Background: an optimization exercise with open tools, aiming at small area and a short achievable clock period. Do not read the settings as production practice. Function was checked by simulation only, so behaviour that the tests miss may differ from the original.

==> flow/design.v <==
module g_xor2 (input wire a, input wire b, output wire y); assign y = a ^ b; endmodule
module g_xnor2 (input wire a, input wire b, output wire y); assign y = ~(a ^ b); endmodule
module g_nand2 (input wire a, input wire b, output wire y); assign y = ~(a & b); endmodule
module g_nor2 (input wire a, input wire b, output wire y); assign y = ~(a | b); endmodule
module g_nand2b (input wire an, input wire b, output wire y); assign y = ~(~an & b); endmodule
module g_inv (input wire a, output wire y); assign y = ~a; endmodule
module inv_mixcol (
    input  wire [31:0] x,
    output wire [31:0] y
);
    wire w32, w33, w34, w35, w36, w37, w38, w39, w40, w41, w42, w43, w44, w45, w46, w47, w48, w49, w50, w51, w52, w53, w54, w55, w56, w57, w58, w59, w60, w61, w62, w63, w64, w65, w66, w67, w68, w69, w70, w71, w72, w73, w74, w75, w76, w77, w78, w79, w80, w81, w82, w83, w84, w85, w86, w87, w88, w89, w90, w91, w92, w93, w94, w95, w96, w97, w98, w99, w100, w101, w102, w103, w104, w105, w106, w107, w108, w109, w110, w111, w112, w113, w114, w115, w116, w117, w118, w119, w120, w121, w122, w123, w124, w125, w126, w127, w128, w129, w130, w131, w132, w133, w134, w135, w136, w137, w138, w139, w140, w141, w142, w143, w144, w145, w146, w147, w148, w149, w150, w151, w152, w153, w154, w155, w156, w157, w158, w159, w160, w161, w162, w163, w164, w165, w166, w167, w168, w169, w170, w171, w172, w173, w174, w175, w176, w177, w178, w179, w180, w181, w182, w183, w184, w185, w186, w187, w188, w189, w190, w191, w192, w193, w194, w195, w196, w197, w198, w199, w200, w201, w202, w203, w204, w205, w206, w207, w208, w209, w210, w211, w212, w213, w214, w215, w216, w217, w218, w219, w220, w221, w222, w223, w224, w225, w226, w227, w228, w229, w230, w231, w232, w233, w234, w235, w236, w237, w238;
    g_xor2 g0 (.a(x[6]), .b(x[22]), .y(w32));
    g_xor2 g1 (.a(x[14]), .b(x[30]), .y(w33));
    g_xor2 g2 (.a(x[5]), .b(x[29]), .y(w34));
    g_xor2 g3 (.a(x[1]), .b(x[13]), .y(w35));
    g_xor2 g4 (.a(x[9]), .b(x[21]), .y(w36));
    g_xor2 g5 (.a(x[15]), .b(x[24]), .y(w37));
    g_xor2 g6 (.a(x[10]), .b(x[16]), .y(w38));
    g_xor2 g7 (.a(x[8]), .b(x[20]), .y(w39));
    g_xor2 g8 (.a(x[0]), .b(x[26]), .y(w40));
    g_xor2 g9 (.a(x[7]), .b(x[28]), .y(w41));
    g_xor2 g10 (.a(x[4]), .b(x[12]), .y(w42));
    g_xor2 g11 (.a(x[25]), .b(x[31]), .y(w43));
    g_xor2 g12 (.a(x[17]), .b(x[23]), .y(w44));
    g_xor2 g13 (.a(x[11]), .b(x[27]), .y(w45));
    g_xor2 g14 (.a(x[3]), .b(x[19]), .y(w46));
    g_xor2 g15 (.a(x[18]), .b(w32), .y(w47));
    g_xor2 g16 (.a(w34), .b(w35), .y(w48));
    g_xor2 g17 (.a(w33), .b(w36), .y(w49));
    g_xor2 g18 (.a(x[23]), .b(w40), .y(w50));
    g_xor2 g19 (.a(x[2]), .b(x[31]), .y(w51));
    g_xor2 g20 (.a(w38), .b(w41), .y(w52));
    g_xor2 g21 (.a(x[24]), .b(w43), .y(w53));
    g_xor2 g22 (.a(x[18]), .b(w37), .y(w54));
    g_xor2 g23 (.a(w39), .b(w51), .y(w55));
    g_xor2 g24 (.a(x[7]), .b(x[25]), .y(w56));
    g_xor2 g25 (.a(x[0]), .b(x[16]), .y(w57));
    g_xor2 g26 (.a(x[4]), .b(w46), .y(w58));
    g_xor2 g27 (.a(x[5]), .b(x[28]), .y(w59));
    g_xor2 g28 (.a(x[2]), .b(w42), .y(w60));
    g_xor2 g29 (.a(x[12]), .b(w46), .y(w61));
    g_xor2 g30 (.a(x[13]), .b(w34), .y(w62));
    g_xor2 g31 (.a(x[8]), .b(x[16]), .y(w63));
    g_xor2 g32 (.a(x[9]), .b(x[30]), .y(w64));
    g_xor2 g33 (.a(x[1]), .b(x[22]), .y(w65));
    g_xor2 g34 (.a(x[21]), .b(x[27]), .y(w66));
    g_xor2 g35 (.a(x[15]), .b(w32), .y(w67));
    g_xor2 g36 (.a(x[29]), .b(w44), .y(w68));
    g_xor2 g37 (.a(x[17]), .b(w43), .y(w69));
    g_xor2 g38 (.a(x[20]), .b(w47), .y(w70));
    g_xor2 g39 (.a(w35), .b(w45), .y(w71));
    g_xor2 g40 (.a(w48), .b(w56), .y(w72));
    g_xor2 g41 (.a(x[8]), .b(w58), .y(w73));
    g_xor2 g42 (.a(w33), .b(w66), .y(w74));
    g_xor2 g43 (.a(x[6]), .b(x[17]), .y(w75));
    g_xor2 g44 (.a(x[0]), .b(x[7]), .y(w76));
    g_xor2 g45 (.a(w34), .b(w42), .y(w77));
    g_xor2 g46 (.a(x[20]), .b(w40), .y(w78));
    g_xor2 g47 (.a(w38), .b(w45), .y(w79));
    g_xor2 g48 (.a(x[11]), .b(w37), .y(w80));
    g_xor2 g49 (.a(x[24]), .b(w33), .y(w81));
    g_xor2 g50 (.a(x[11]), .b(w38), .y(w82));
    g_xor2 g51 (.a(w42), .b(w44), .y(w83));
    g_xor2 g52 (.a(x[19]), .b(w39), .y(w84));
    g_xor2 g53 (.a(x[14]), .b(w36), .y(w85));
    g_xor2 g54 (.a(x[26]), .b(w33), .y(w86));
    g_xor2 g55 (.a(w59), .b(w75), .y(w87));
    g_xor2 g56 (.a(x[4]), .b(w54), .y(w88));
    g_xor2 g57 (.a(x[28]), .b(w57), .y(w89));
    g_xor2 g58 (.a(w50), .b(w64), .y(w90));
    g_xor2 g59 (.a(w49), .b(w67), .y(w91));
    g_xor2 g60 (.a(w44), .b(w62), .y(w92));
    g_xor2 g61 (.a(w69), .b(w77), .y(w93));
    g_xor2 g62 (.a(x[12]), .b(w53), .y(w94));
    g_xor2 g63 (.a(x[29]), .b(w52), .y(w95));
    g_xor2 g64 (.a(w54), .b(w65), .y(w96));
    g_xor2 g65 (.a(w61), .b(w81), .y(w97));
    g_xor2 g66 (.a(w47), .b(w60), .y(w98));
    g_xor2 g67 (.a(x[13]), .b(w52), .y(w99));
    g_xor2 g68 (.a(w39), .b(w49), .y(w100));
    g_xor2 g69 (.a(w32), .b(w48), .y(w101));
    g_xor2 g70 (.a(w47), .b(w55), .y(w102));
    g_xor2 g71 (.a(x[10]), .b(w50), .y(w103));
    g_xor2 g72 (.a(w73), .b(w86), .y(w104));
    g_xor2 g73 (.a(x[8]), .b(x[28]), .y(w105));
    g_xor2 g74 (.a(x[18]), .b(x[21]), .y(w106));
    g_xor2 g75 (.a(x[3]), .b(x[29]), .y(w107));
    g_xor2 g76 (.a(x[3]), .b(x[4]), .y(w108));
    g_xor2 g77 (.a(x[6]), .b(x[24]), .y(w109));
    g_xor2 g78 (.a(x[2]), .b(x[5]), .y(w110));
    g_xor2 g79 (.a(x[0]), .b(x[17]), .y(w111));
    g_xor2 g80 (.a(x[3]), .b(x[12]), .y(w112));
    g_xor2 g81 (.a(x[3]), .b(w63), .y(w113));
    g_xor2 g82 (.a(x[19]), .b(x[21]), .y(w114));
    g_xor2 g83 (.a(x[8]), .b(x[21]), .y(w115));
    g_xor2 g84 (.a(x[25]), .b(x[27]), .y(w116));
    g_xor2 g85 (.a(w32), .b(w41), .y(w117));
    g_xor2 g86 (.a(w37), .b(w44), .y(w118));
    g_xor2 g87 (.a(x[2]), .b(w76), .y(w119));
    g_xor2 g88 (.a(w32), .b(w56), .y(w120));
    g_xor2 g89 (.a(w41), .b(w66), .y(w121));
    g_xor2 g90 (.a(w45), .b(w64), .y(w122));
    g_xor2 g91 (.a(w59), .b(w116), .y(w123));
    g_xor2 g92 (.a(x[21]), .b(w45), .y(w124));
    g_xor2 g93 (.a(w40), .b(w45), .y(w125));
    g_xor2 g94 (.a(w35), .b(w40), .y(w126));
    g_xor2 g95 (.a(w76), .b(w115), .y(w127));
    g_xor2 g96 (.a(w51), .b(w109), .y(w128));
    g_xor2 g97 (.a(x[26]), .b(w108), .y(w129));
    g_xor2 g98 (.a(x[14]), .b(w57), .y(w130));
    g_xor2 g99 (.a(x[13]), .b(w37), .y(w131));
    g_xor2 g100 (.a(w105), .b(w107), .y(w132));
    g_xor2 g101 (.a(x[5]), .b(w33), .y(w133));
    g_xor2 g102 (.a(x[15]), .b(w36), .y(w134));
    g_xor2 g103 (.a(x[10]), .b(w37), .y(w135));
    g_xor2 g104 (.a(x[1]), .b(w41), .y(w136));
    g_xor2 g105 (.a(w57), .b(w112), .y(w137));
    g_xor2 g106 (.a(x[2]), .b(w35), .y(w138));
    g_xor2 g107 (.a(w83), .b(w126), .y(w139));
    g_xor2 g108 (.a(x[15]), .b(w63), .y(w140));
    g_xor2 g109 (.a(w71), .b(w134), .y(w141));
    g_xor2 g110 (.a(w43), .b(w59), .y(w142));
    g_xor2 g111 (.a(x[16]), .b(w36), .y(w143));
    g_xor2 g112 (.a(w71), .b(w120), .y(w144));
    g_xor2 g113 (.a(w71), .b(w78), .y(w145));
    g_xor2 g114 (.a(w63), .b(w123), .y(w146));
    g_xor2 g115 (.a(x[25]), .b(w58), .y(w147));
    g_xor2 g116 (.a(w49), .b(w138), .y(w148));
    g_xor2 g117 (.a(w50), .b(w132), .y(w149));
    g_xor2 g118 (.a(w53), .b(w84), .y(w150));
    g_xor2 g119 (.a(w55), .b(w82), .y(w151));
    g_xor2 g120 (.a(w39), .b(w82), .y(w152));
    g_xor2 g121 (.a(w62), .b(w129), .y(w153));
    g_xor2 g122 (.a(x[9]), .b(w67), .y(w154));
    g_xor2 g123 (.a(w54), .b(w110), .y(w155));
    g_xor2 g124 (.a(w62), .b(w74), .y(w156));
    g_xor2 g125 (.a(x[0]), .b(w49), .y(w157));
    g_xor2 g126 (.a(w50), .b(w79), .y(w158));
    g_xor2 g127 (.a(w89), .b(w122), .y(w159));
    g_xor2 g128 (.a(w84), .b(w111), .y(w160));
    g_xor2 g129 (.a(w55), .b(w106), .y(w161));
    g_xor2 g130 (.a(w80), .b(w114), .y(w162));
    g_xor2 g131 (.a(w113), .b(w128), .y(w163));
    g_xor2 g132 (.a(w52), .b(w80), .y(w164));
    g_xor2 g133 (.a(w61), .b(w65), .y(w165));
    g_xor2 g134 (.a(w118), .b(w143), .y(w166));
    g_xor2 g135 (.a(x[20]), .b(w61), .y(w167));
    g_xor2 g136 (.a(w74), .b(w136), .y(w168));
    g_xor2 g137 (.a(w68), .b(w117), .y(w169));
    g_xor2 g138 (.a(w83), .b(w133), .y(w170));
    g_xor2 g139 (.a(w69), .b(w127), .y(w171));
    g_xor2 g140 (.a(w53), .b(w87), .y(w172));
    g_xor2 g141 (.a(w48), .b(w137), .y(w173));
    g_xor2 g142 (.a(w49), .b(w140), .y(w174));
    g_xor2 g143 (.a(w85), .b(w119), .y(w175));
    g_xor2 g144 (.a(w60), .b(w130), .y(w176));
    g_xor2 g145 (.a(w150), .b(w156), .y(w177));
    g_xor2 g146 (.a(w90), .b(w146), .y(w178));
    g_xor2 g147 (.a(w103), .b(w161), .y(w179));
    g_xor2 g148 (.a(w55), .b(w87), .y(w180));
    g_xor2 g149 (.a(w68), .b(w85), .y(w181));
    g_xor2 g150 (.a(w148), .b(w169), .y(w182));
    g_xor2 g151 (.a(w100), .b(w165), .y(w183));
    g_xor2 g152 (.a(w95), .b(w125), .y(w184));
    g_xor2 g153 (.a(w99), .b(w147), .y(w185));
    g_xor2 g154 (.a(w72), .b(w174), .y(w186));
    g_xor2 g155 (.a(w72), .b(w97), .y(w187));
    g_xor2 g156 (.a(x[19]), .b(w70), .y(w188));
    g_xor2 g157 (.a(w95), .b(w96), .y(w189));
    g_xor2 g158 (.a(w60), .b(w149), .y(w190));
    g_xor2 g159 (.a(w100), .b(w153), .y(w191));
    g_xor2 g160 (.a(w96), .b(w124), .y(w192));
    g_xor2 g161 (.a(w53), .b(w157), .y(w193));
    g_xor2 g162 (.a(w101), .b(w171), .y(w194));
    g_xor2 g163 (.a(w88), .b(w168), .y(w195));
    g_xor2 g164 (.a(w94), .b(w175), .y(w196));
    g_xor2 g165 (.a(w68), .b(w159), .y(w197));
    g_xor2 g166 (.a(w142), .b(w145), .y(w198));
    g_xor2 g167 (.a(w92), .b(w98), .y(w199));
    g_xor2 g168 (.a(w98), .b(w131), .y(w200));
    g_xor2 g169 (.a(w90), .b(w167), .y(w201));
    g_xor2 g170 (.a(w42), .b(w103), .y(w202));
    g_xor2 g171 (.a(w89), .b(w162), .y(w203));
    g_xor2 g172 (.a(w141), .b(w180), .y(w204));
    g_xor2 g173 (.a(w79), .b(w93), .y(w205));
    g_xor2 g174 (.a(w121), .b(w173), .y(w206));
    g_xor2 g175 (.a(w151), .b(w170), .y(w207));
    g_xor2 g176 (.a(w44), .b(w70), .y(w208));
    g_xor2 g177 (.a(w144), .b(w176), .y(w209));
    g_xor2 g178 (.a(w52), .b(w155), .y(w210));
    g_xor2 g179 (.a(w94), .b(w99), .y(w211));
    g_xor2 g180 (.a(w139), .b(w163), .y(w212));
    g_xor2 g181 (.a(w101), .b(w166), .y(w213));
    g_xor2 g182 (.a(w73), .b(w182), .y(w214));
    g_xor2 g183 (.a(w160), .b(w189), .y(w215));
    g_xor2 g184 (.a(w152), .b(w196), .y(w216));
    g_xor2 g185 (.a(w70), .b(w197), .y(w217));
    g_xor2 g186 (.a(w72), .b(w201), .y(w218));
    g_xor2 g187 (.a(w97), .b(w179), .y(w219));
    g_xor2 g188 (.a(w92), .b(w193), .y(w220));
    g_xor2 g189 (.a(w93), .b(w192), .y(w221));
    g_xor2 g190 (.a(w102), .b(w206), .y(w222));
    g_xor2 g191 (.a(w91), .b(w198), .y(w223));
    g_xor2 g192 (.a(w154), .b(w190), .y(w224));
    g_xor2 g193 (.a(w164), .b(w191), .y(w225));
    g_xor2 g194 (.a(w102), .b(w184), .y(w226));
    g_xor2 g195 (.a(w91), .b(w205), .y(w227));
    g_xor2 g196 (.a(w104), .b(w210), .y(w228));
    g_xor2 g197 (.a(w177), .b(w202), .y(w229));
    g_xor2 g198 (.a(w181), .b(w185), .y(w230));
    g_xor2 g199 (.a(w104), .b(w172), .y(w231));
    g_xor2 g200 (.a(w199), .b(w203), .y(w232));
    g_xor2 g201 (.a(w188), .b(w211), .y(w233));
    g_xor2 g202 (.a(w78), .b(w195), .y(w234));
    g_xor2 g203 (.a(w135), .b(w183), .y(w235));
    g_xor2 g204 (.a(w187), .b(w208), .y(w236));
    g_xor2 g205 (.a(w88), .b(w178), .y(w237));
    g_xor2 g206 (.a(w158), .b(w200), .y(w238));
    assign y[0] = w215;
    assign y[1] = w207;
    assign y[2] = w204;
    assign y[3] = w209;
    assign y[4] = w228;
    assign y[5] = w220;
    assign y[6] = w214;
    assign y[7] = w222;
    assign y[8] = w237;
    assign y[9] = w233;
    assign y[10] = w230;
    assign y[11] = w235;
    assign y[12] = w238;
    assign y[13] = w194;
    assign y[14] = w227;
    assign y[15] = w225;
    assign y[16] = w212;
    assign y[17] = w234;
    assign y[18] = w221;
    assign y[19] = w217;
    assign y[20] = w219;
    assign y[21] = w186;
    assign y[22] = w236;
    assign y[23] = w232;
    assign y[24] = w216;
    assign y[25] = w224;
    assign y[26] = w218;
    assign y[27] = w231;
    assign y[28] = w226;
    assign y[29] = w213;
    assign y[30] = w223;
    assign y[31] = w229;
endmodule
module sb_a (
    input  wire [7:0] y,
    output wire [7:0] x,
    output wire [3:0] ti
);
    wire w8, w9, w10, w11, w12, w13, w14, w15, w16, w17, w18, w19, w20, w21, w22, w23, w32, w33, w34, w35, w36, w37, w38, w39, w40, w41, w42, w43, w44, w45, w46, w47, w48, w49, w50, w51, w52, w53, w54, w55, w56, w57, w58, w59, w60, w61, w62, w63, w64, w65, w66, w67, w68, w69, w70, w71;
    g_xnor2 g0 (.a(y[6]), .b(y[7]), .y(w8));
    g_xor2 g1 (.a(y[2]), .b(y[3]), .y(w9));
    g_xor2 g2 (.a(y[0]), .b(y[1]), .y(w10));
    g_xnor2 g3 (.a(y[4]), .b(y[5]), .y(w11));
    g_xor2 g4 (.a(y[2]), .b(y[6]), .y(w12));
    g_xnor2 g5 (.a(w8), .b(w9), .y(w13));
    g_xor2 g6 (.a(y[1]), .b(y[3]), .y(w14));
    g_xor2 g7 (.a(y[1]), .b(y[5]), .y(w15));
    g_xor2 g8 (.a(y[0]), .b(y[2]), .y(w16));
    g_xnor2 g9 (.a(y[5]), .b(y[7]), .y(w17));
    g_xnor2 g10 (.a(y[4]), .b(y[6]), .y(w18));
    g_xnor2 g11 (.a(w11), .b(w12), .y(w19));
    g_xor2 g12 (.a(w8), .b(w11), .y(w20));
    g_xor2 g13 (.a(w9), .b(w10), .y(w21));
    g_xor2 g14 (.a(w10), .b(w19), .y(w22));
    g_xor2 g15 (.a(w13), .b(w15), .y(w23));
    g_nand2 g16 (.a(y[7]), .b(y[3]), .y(w32));
    g_nand2b g17 (.an(y[6]), .b(y[2]), .y(w33));
    g_nand2 g18 (.a(w8), .b(w9), .y(w34));
    g_nand2b g19 (.an(y[5]), .b(y[1]), .y(w35));
    g_nand2 g20 (.a(y[4]), .b(y[0]), .y(w36));
    g_nand2 g21 (.a(w11), .b(w10), .y(w37));
    g_nand2 g22 (.a(w17), .b(w14), .y(w38));
    g_nand2 g23 (.a(w18), .b(w16), .y(w39));
    g_nand2 g24 (.a(w20), .b(w21), .y(w40));
    g_xor2 g25 (.a(w34), .b(w38), .y(w41));
    g_xor2 g26 (.a(w37), .b(w38), .y(w42));
    g_xor2 g27 (.a(w33), .b(w40), .y(w43));
    g_xor2 g28 (.a(w41), .b(w43), .y(w44));
    g_xor2 g29 (.a(w22), .b(w44), .y(w45));
    g_xor2 g30 (.a(w36), .b(w40), .y(w46));
    g_xnor2 g31 (.a(w12), .b(w42), .y(w47));
    g_xor2 g32 (.a(w46), .b(w47), .y(w48));
    g_xor2 g33 (.a(w35), .b(w39), .y(w49));
    g_xnor2 g34 (.a(w13), .b(w49), .y(w50));
    g_xor2 g35 (.a(w42), .b(w50), .y(w51));
    g_xor2 g36 (.a(w32), .b(w39), .y(w52));
    g_xor2 g37 (.a(w23), .b(w52), .y(w53));
    g_xor2 g38 (.a(w41), .b(w53), .y(w54));
    g_xnor2 g39 (.a(w45), .b(w54), .y(w55));
    g_nand2 g40 (.a(w45), .b(w48), .y(w56));
    g_xor2 g41 (.a(w51), .b(w56), .y(w57));
    g_xnor2 g42 (.a(w48), .b(w51), .y(w58));
    g_xor2 g43 (.a(w54), .b(w56), .y(w59));
    g_nor2 g44 (.a(w59), .b(w58), .y(w60));
    g_nor2 g45 (.a(w57), .b(w55), .y(w61));
    g_nand2 g46 (.a(w48), .b(w54), .y(w62));
    g_nor2 g47 (.a(w58), .b(w62), .y(w63));
    g_xor2 g48 (.a(w58), .b(w56), .y(w64));
    g_nand2 g49 (.a(w51), .b(w45), .y(w65));
    g_nor2 g50 (.a(w55), .b(w65), .y(w66));
    g_xor2 g51 (.a(w55), .b(w56), .y(w67));
    g_xor2 g52 (.a(w51), .b(w60), .y(w68));
    g_xor2 g53 (.a(w63), .b(w64), .y(w69));
    g_xor2 g54 (.a(w54), .b(w61), .y(w70));
    g_xor2 g55 (.a(w66), .b(w67), .y(w71));
    assign x[0] = y[0];
    assign x[1] = y[1];
    assign x[2] = y[2];
    assign x[3] = y[3];
    assign x[4] = y[4];
    g_inv g56 (.a(y[5]), .y(x[5]));
    g_inv g57 (.a(y[6]), .y(x[6]));
    assign x[7] = y[7];
    assign ti[0] = w71;
    assign ti[1] = w70;
    assign ti[2] = w69;
    assign ti[3] = w68;
endmodule
module sb_b (
    input  wire [7:0] x,
    input  wire [3:0] ti,
    output wire [7:0] s
);
    wire w12, w13, w14, w15, w16, w17, w18, w19, w20, w21, w22, w23, w24, w25, w26, w27, w28, w29, w30, w31, w32, w33, w34, w35, w36, w37, w38, w39, w40, w41, w42, w43, w44, w45, w46, w47, w48, w49, w50, w51, w52, w53, w54, w55, w56, w57, w58, w59, w60, w61, w62, w63, w64, w65, w66, w67, w68, w69, w70, w71, w72, w73, w74, w75, w76, w77, w78;
    g_xor2 g0 (.a(x[7]), .b(x[5]), .y(w12));
    g_xor2 g1 (.a(x[6]), .b(x[4]), .y(w13));
    g_xor2 g2 (.a(x[7]), .b(x[6]), .y(w14));
    g_xor2 g3 (.a(x[5]), .b(x[4]), .y(w15));
    g_xor2 g4 (.a(w12), .b(w13), .y(w16));
    g_xor2 g5 (.a(x[3]), .b(x[1]), .y(w17));
    g_xor2 g6 (.a(x[2]), .b(x[0]), .y(w18));
    g_xor2 g7 (.a(x[3]), .b(x[2]), .y(w19));
    g_xor2 g8 (.a(x[1]), .b(x[0]), .y(w20));
    g_xor2 g9 (.a(w17), .b(w18), .y(w21));
    g_xor2 g10 (.a(ti[3]), .b(ti[1]), .y(w22));
    g_xor2 g11 (.a(ti[2]), .b(ti[0]), .y(w23));
    g_xor2 g12 (.a(ti[3]), .b(ti[2]), .y(w24));
    g_xor2 g13 (.a(ti[1]), .b(ti[0]), .y(w25));
    g_xor2 g14 (.a(w22), .b(w23), .y(w26));
    g_nand2 g15 (.a(ti[3]), .b(x[3]), .y(w27));
    g_nand2 g16 (.a(ti[2]), .b(x[2]), .y(w28));
    g_nand2 g17 (.a(w24), .b(w19), .y(w29));
    g_nand2 g18 (.a(ti[1]), .b(x[1]), .y(w30));
    g_nand2 g19 (.a(ti[0]), .b(x[0]), .y(w31));
    g_nand2 g20 (.a(w25), .b(w20), .y(w32));
    g_nand2 g21 (.a(w22), .b(w17), .y(w33));
    g_nand2 g22 (.a(w23), .b(w18), .y(w34));
    g_nand2 g23 (.a(w26), .b(w21), .y(w35));
    g_nand2 g24 (.a(ti[3]), .b(x[7]), .y(w36));
    g_nand2 g25 (.a(ti[2]), .b(x[6]), .y(w37));
    g_nand2 g26 (.a(w24), .b(w14), .y(w38));
    g_nand2 g27 (.a(ti[1]), .b(x[5]), .y(w39));
    g_nand2 g28 (.a(ti[0]), .b(x[4]), .y(w40));
    g_nand2 g29 (.a(w25), .b(w15), .y(w41));
    g_nand2 g30 (.a(w22), .b(w12), .y(w42));
    g_nand2 g31 (.a(w23), .b(w13), .y(w43));
    g_nand2 g32 (.a(w26), .b(w16), .y(w44));
    g_xor2 g33 (.a(w27), .b(w43), .y(w45));
    g_xor2 g34 (.a(w37), .b(w44), .y(w46));
    g_xor2 g35 (.a(w28), .b(w30), .y(w47));
    g_xnor2 g36 (.a(w36), .b(w46), .y(w48));
    g_xor2 g37 (.a(w29), .b(w34), .y(w49));
    g_xor2 g38 (.a(w32), .b(w35), .y(w50));
    g_xor2 g39 (.a(w40), .b(w44), .y(w51));
    g_xor2 g40 (.a(w39), .b(w41), .y(w52));
    g_xor2 g41 (.a(w45), .b(w52), .y(w53));
    g_xor2 g42 (.a(w33), .b(w42), .y(w54));
    g_xnor2 g43 (.a(w31), .b(w47), .y(w55));
    g_xor2 g44 (.a(w45), .b(w48), .y(w56));
    g_xor2 g45 (.a(w28), .b(w29), .y(w57));
    g_xor2 g46 (.a(w39), .b(w43), .y(w58));
    g_xor2 g47 (.a(w31), .b(w41), .y(w59));
    g_xor2 g48 (.a(w35), .b(w43), .y(w60));
    g_xor2 g49 (.a(w29), .b(w32), .y(w61));
    g_xor2 g50 (.a(w50), .b(w54), .y(w62));
    g_xor2 g51 (.a(w49), .b(w50), .y(w63));
    g_xnor2 g52 (.a(w33), .b(w60), .y(w64));
    g_xnor2 g53 (.a(w30), .b(w61), .y(w65));
    g_xor2 g54 (.a(w51), .b(w58), .y(w66));
    g_xnor2 g55 (.a(w38), .b(w46), .y(w67));
    g_xor2 g56 (.a(w49), .b(w54), .y(w68));
    g_xor2 g57 (.a(w51), .b(w59), .y(w69));
    g_xor2 g58 (.a(w48), .b(w64), .y(w70));
    g_xor2 g59 (.a(w53), .b(w55), .y(w71));
    g_xor2 g60 (.a(w53), .b(w68), .y(w72));
    g_xor2 g61 (.a(w62), .b(w69), .y(w73));
    g_xor2 g62 (.a(w47), .b(w63), .y(w74));
    g_xor2 g63 (.a(w57), .b(w70), .y(w75));
    g_xor2 g64 (.a(w67), .b(w71), .y(w76));
    g_xor2 g65 (.a(w56), .b(w65), .y(w77));
    g_xor2 g66 (.a(w55), .b(w56), .y(w78));
    assign s[0] = w75;
    assign s[1] = w73;
    assign s[2] = w77;
    assign s[3] = w74;
    assign s[4] = w76;
    assign s[5] = w78;
    assign s[6] = w72;
    assign s[7] = w66;
endmodule
module aes_round_top (
    input  wire         clk,
    input  wire         rst,
    input  wire         in_valid,
    input  wire [127:0] state_in,
    input  wire [127:0] round_key,
    output wire         out_valid,
    output wire [127:0] state_out
);
    reg [2:0] vld;
    always @(posedge clk) begin
        if (rst) vld <= 3'd0;
        else     vld <= {vld[1:0], in_valid};
    end
    assign out_valid = vld[2];
    wire [127:0] ark = state_in ^ round_key;
    wire [127:0] ark_q = ark;
    wire [127:0] mc;
    genvar c, i;
    generate
        for (c = 0; c < 4; c = c + 1) begin : g_col
            inv_mixcol u_mc (.x(ark_q[127 - 32*c -: 32]), .y(mc[127 - 32*c -: 32]));
        end
    endgenerate
    reg  [127:0] mc_q;
    always @(posedge clk) mc_q <= mc;
    wire [127:0] x0;
    wire [63:0] ti0;
    reg  [63:0] ti0_q;
    always @(posedge clk) ti0_q <= ti0;
    reg  [127:0] x0_q;
    always @(posedge clk) x0_q <= x0;
    wire [127:0] sb;
    generate
        for (i = 0; i < 16; i = i + 1) begin : g_sb
            sb_a u_sb_a (.y(mc_q[127 - 8*i -: 8]), .x(x0[8*i +: 8]), .ti(ti0[4*i +: 4]));
            sb_b u_sb_b (.x(x0_q[8*i +: 8]), .ti(ti0_q[4*i +: 4]), .s(sb[127 - 8*(4*(((i / 4) + (i % 4)) % 4) + (i % 4)) -: 8]));
        end
    endgenerate
    reg  [127:0] sb_q;
    always @(posedge clk) sb_q <= sb;
    assign state_out = sb_q;
endmodule
==> flow/flow/run.sh <==
#!/bin/bash
set -euo pipefail
export BUFFER_PORTS_ARGS="-buffer_cell sky130_fd_sc_hd__buf_1"
bash standard.sh > standard_flow.log 2>&1
==> flow/standard.sh <==
#!/bin/bash
# synth_recipe.tcl (not shown) runs the flow's synth.tcl, then flattens the netlist and writes it again
# the make line also repeats each setting of config.mk as NAME=value (left out here)
make -C /OpenROAD-flow-scripts/flow DESIGN_CONFIG=/design/flow/config.mk WORK_HOME=/design/flow/orfs CLKGATE_MAP_FILE= SYNTH_SCRIPT=/design/flow/synth_recipe.tcl "${@:-finish}"
==> flow/config.mk <==
export PLATFORM = sky130hd
export DESIGN_NAME = aes_round_top
export DESIGN_NICKNAME = aes_round_top
export VERILOG_FILES = /design/flow/design.v
export SDC_FILE = /design/flow/constraint.sdc
export NUM_CORES = 4
export LEC_CHECK = 0
export CAP_MARGIN = 20
export CORE_MARGIN = 2
export CORE_UTILIZATION = 50
export PLACE_DENSITY = 0.65
export SETUP_SLACK_MARGIN = 4.2
export SLEW_MARGIN = 20
export SYNTH_HIERARCHICAL = 1
export SYNTH_MINIMUM_KEEP_SIZE = 0
==> flow/constraint.sdc <==
create_clock -name core_clock -period 7.0 [get_ports {clk}]
set_input_delay 1.4000 -clock core_clock [delete_from_list [all_inputs] [get_ports {clk}]]
set_output_delay 1.4000 -clock core_clock [all_outputs]
set_load 0.01 [all_outputs]
==> metrics.cfg <==
[logic_synthesis]
async_flop_share = 0
synth_cells = 3826
syn-num-nets = 4085
yosysMostFrequentCell = xor2_1
synth_top_area_cell = xor2_1
synth_area_leaders = xor2_1 (53%), dfxtp_1 (26%), buf_4 (8.9%)
ys_warn_count = 7
synthTopCellsByCount = xor2_1 (2140), dfxtp_1 (451), nand2_1 (448)
synth_top_cell_area_share = 0.532
synth_edf_count = 0
ys_types = 9
syn_area_mm2 = 0.0353
yosysSeqAreaShare = 0.256
synth_area_per_cell_um2 = 9.22
ys_ff_latch = 451
synth_flop_cell = dfxtp_1

[timing]
fin_tns_setup_ns = 0
setup_viol = 0
post-route-period-util = 0.403
drv_slew = 0
worst_slew_pin_slew_ns = 0.773
final-hold-violation-count = 0
setup_ws_ns = 4.18
fmax_ghz = 0.355
rsz0062_at_grt = yes
clock_skew_ns = 0.0194
relSlewSlack = 0.483
min_period_ns = 2.82

[clock_tree]
cts_sinks = 451
clk_latency_ns = 0.59
root_buffer = clkbuf_16
cts_tree = built
clockBufferDepth = 3
cts-hold-fix-buffers = 0
path_clk_slew_ns = 0.06
h-tree-depth = 2
numCtsBuffers = 52

[worst_setup_path]
critPathMaxStageDelay_ns = 0.30
cp.arrival_ns = 3.34
required_ns = 7.52
r2r_start = mc_q[26]
r2r-end = ti0_q[49]
crit_top_cell = xor2_1
worstPathCellList = buf_1 > xor2_4 > xor2_4 > buf_12 > xor2_1 > xor2_1 > xor2_1 > xor2_1
worstSetupStartpointType = input port
rrSetupSlack_ns = 4.46
startpoint = round_key[110]
cp_slowest_cell = xor2_4
worst-setup-path-type = in -> reg
cp_max_fo = 4
crit_path_end_kind = flip-flop
endpoint = mc_q[127]
ff2ff_path_depth = 10

[placed_design]
pre_cts_ws_ns = 3.43
gp_congestion = 0.894
dp.final_hpwl_mm = 57.1
port_buffers = 387

[detailed_routing]
first_iter_violations = 710
drc = 0
wl_per_cell_um = 14.1
drt-pass1-iter-count = 5
wl_mm = 69.2
vias = 21300
viasPerCell = 4.35
postRouteAntennaNets = 0

[layout]
diodes = 0
drive_above_1_share = 0.111
syn_to_final_growth_pct = 16.9
final_nets = 4179

[floorplan]
initial_core_util = 0.504
dieArea_mm2 = 0.0727
core_area_mm2 = 0.0699
die_width_um = 270
num_io_pins = 388
die_h_um = 270
placementRows = 97

[job]
cap_violations = 0

[global_routing]
track_usage = 0.187
antenna_found_initial = 1
grt_pass1_vias = 22000
grt_pass1_wl_mm = 112
overflow = 0
grt_max_degree = 14

[run_status]
status = timing/DRC/antenna clean

[worst_hold_path]
min_path_type = reg -> reg

metal layers:
layer	global-route usage	wire [µm]	vias up
met1	0.239	30900	9731
met4	0.0484	1630	0
met2	0.331	34500	338
li1	-	-	11100
met3	0.0237	2120	106
met5	0	0	-
Yosys stat by module, one instance, submodules excluded:
module | area (µm²) | cells
g_nand2b | 6.26 | 1
g_inv | 3.75 | 1
sb_a | 75.1 | 10
aes_round_top | 10200 | 582
g_nor2 | 3.75 | 1
sb_b | 60.1 | 8
g_xor2 | 8.76 | 1
g_xnor2 | 8.76 | 1
g_nand2 | 3.75 | 1
inv_mixcol | 240 | 32
stage by stage:
| step | std cells | instance area, µm² | hold slack [ns] | utilization |
|---|---|---|---|---|
| final | 4901 | 41200 | 0.407 | 0.590 |
| after floorplan | 3826 | 38900 | 0.414 | - |
| after global placement | 4737 | 38400 | 0.401 | 0.549 |
| after global routing | 4901 | 41200 | 0.416 | 0.590 |
| after detailed placement | 4737 | 38400 | 0.402 | 0.549 |
| after CTS | 4838 | 40200 | 0.408 | 0.575 |
kinds of logic (layout without fill, tap and decap cells):
family,after synthesis,after routing,synth area share
xor+xnor,2380,2380,0.591
flops,451,451,0.256
buf+inv,448,583,0.0920
simple gates,547,547,0.0607
worst min-delay path by stage:
stage	start	to	slack [ns]	depth (start not counted)
after floorplan	vld[0]	vld[1]	0.41	1
after global placement	mc_q[7]	x0_q[127]	0.40	0
after detailed placement	mc_q[7]	x0_q[127]	0.40	0
after CTS	mc_q[7]	x0_q[127]	0.41	0
after global routing	mc_q[103]	x0_q[31]	0.42	0
final	mc_q[7]	x0_q[127]	0.41	0
cell usage in the layout (no fill, tap or decap):
master / Yosys / routed
nand2b_1: 32 / 32
xor2_1: 2140 / 1857
inv_1: 32 / 32
clkbuf_8: 0 / 9
nor2b_1: 3 / 3
bufinv_16: 0 / 5
xnor2_1: 240 / 240
inv_6: 0 / 2
nor2_1: 64 / 64
clkinv_2: 0 / 11
clkinvlp_4: 0 / 3
buf_1: 0 / 387
clkbuf_16: 0 / 53
xor2_4: 0 / 173
clkinv_4: 0 / 3
clkbuf_1: 0 / 9
xor2_2: 0 / 110
nand2_1: 448 / 448
buf_12: 0 / 9
buf_4: 416 / 60
dfxtp_1: 451 / 451
worst max-delay path: cells and delay by family:
kind                      cells  cell delay (ns)
buffers and inverters         2             0.35
xor gates and xnor gates      6             1.58
flip-flops by register name, indices dropped and copies added (netlist names):
signal	cells
sb_q	128
x0_q	128
mc_q	128
vld	3
ti0_q	64
cell type report:
class | instances | area, µm²
multi-input combinational | 2927 | 27100
fill | 6140 | 28700
clock inverter | 24 | 272
clock buffer | 71 | 1480
tap | 940 | 1180
timing repair buffer | 456 | 2080
inverter | 32 | 120
sequential | 451 | 9030
timing repair:
action	in CTS	in global routing
buffers inserted	6	63
endpoints found under the setup margin	11	58
resized for setup	5	47
gates cloned	0	0
pin swaps	5	35

-- afterwards: timing with drivers on the ports --
No port has a modelled driver above. Below, the same layout with a new extraction and two added sets of constraints.
Step 1, drivers: a clkbuf_16 drives clk and a buf_2 each remaining input, both assumed.
Step 2 adds t to the input delays and takes it off the output delays; t is the mean of the earliest and latest rising clock arrival at the registers after step 1. Input paths then give back, and output paths get back, about the clock's delay inside the block.
Slacks: ideal / step 1 / step 2; pairs: ideal / step 1.
t, ns: 0.639
setup slack, ns: 4.181 / 4.209 / 3.570
clock arrival spread, ns: 0.021 / 0.021
After both steps this run still meets setup and hold. For this run, drivers alone change the setup slack by +0.028 ns; drivers and shift together by -0.611 ns.
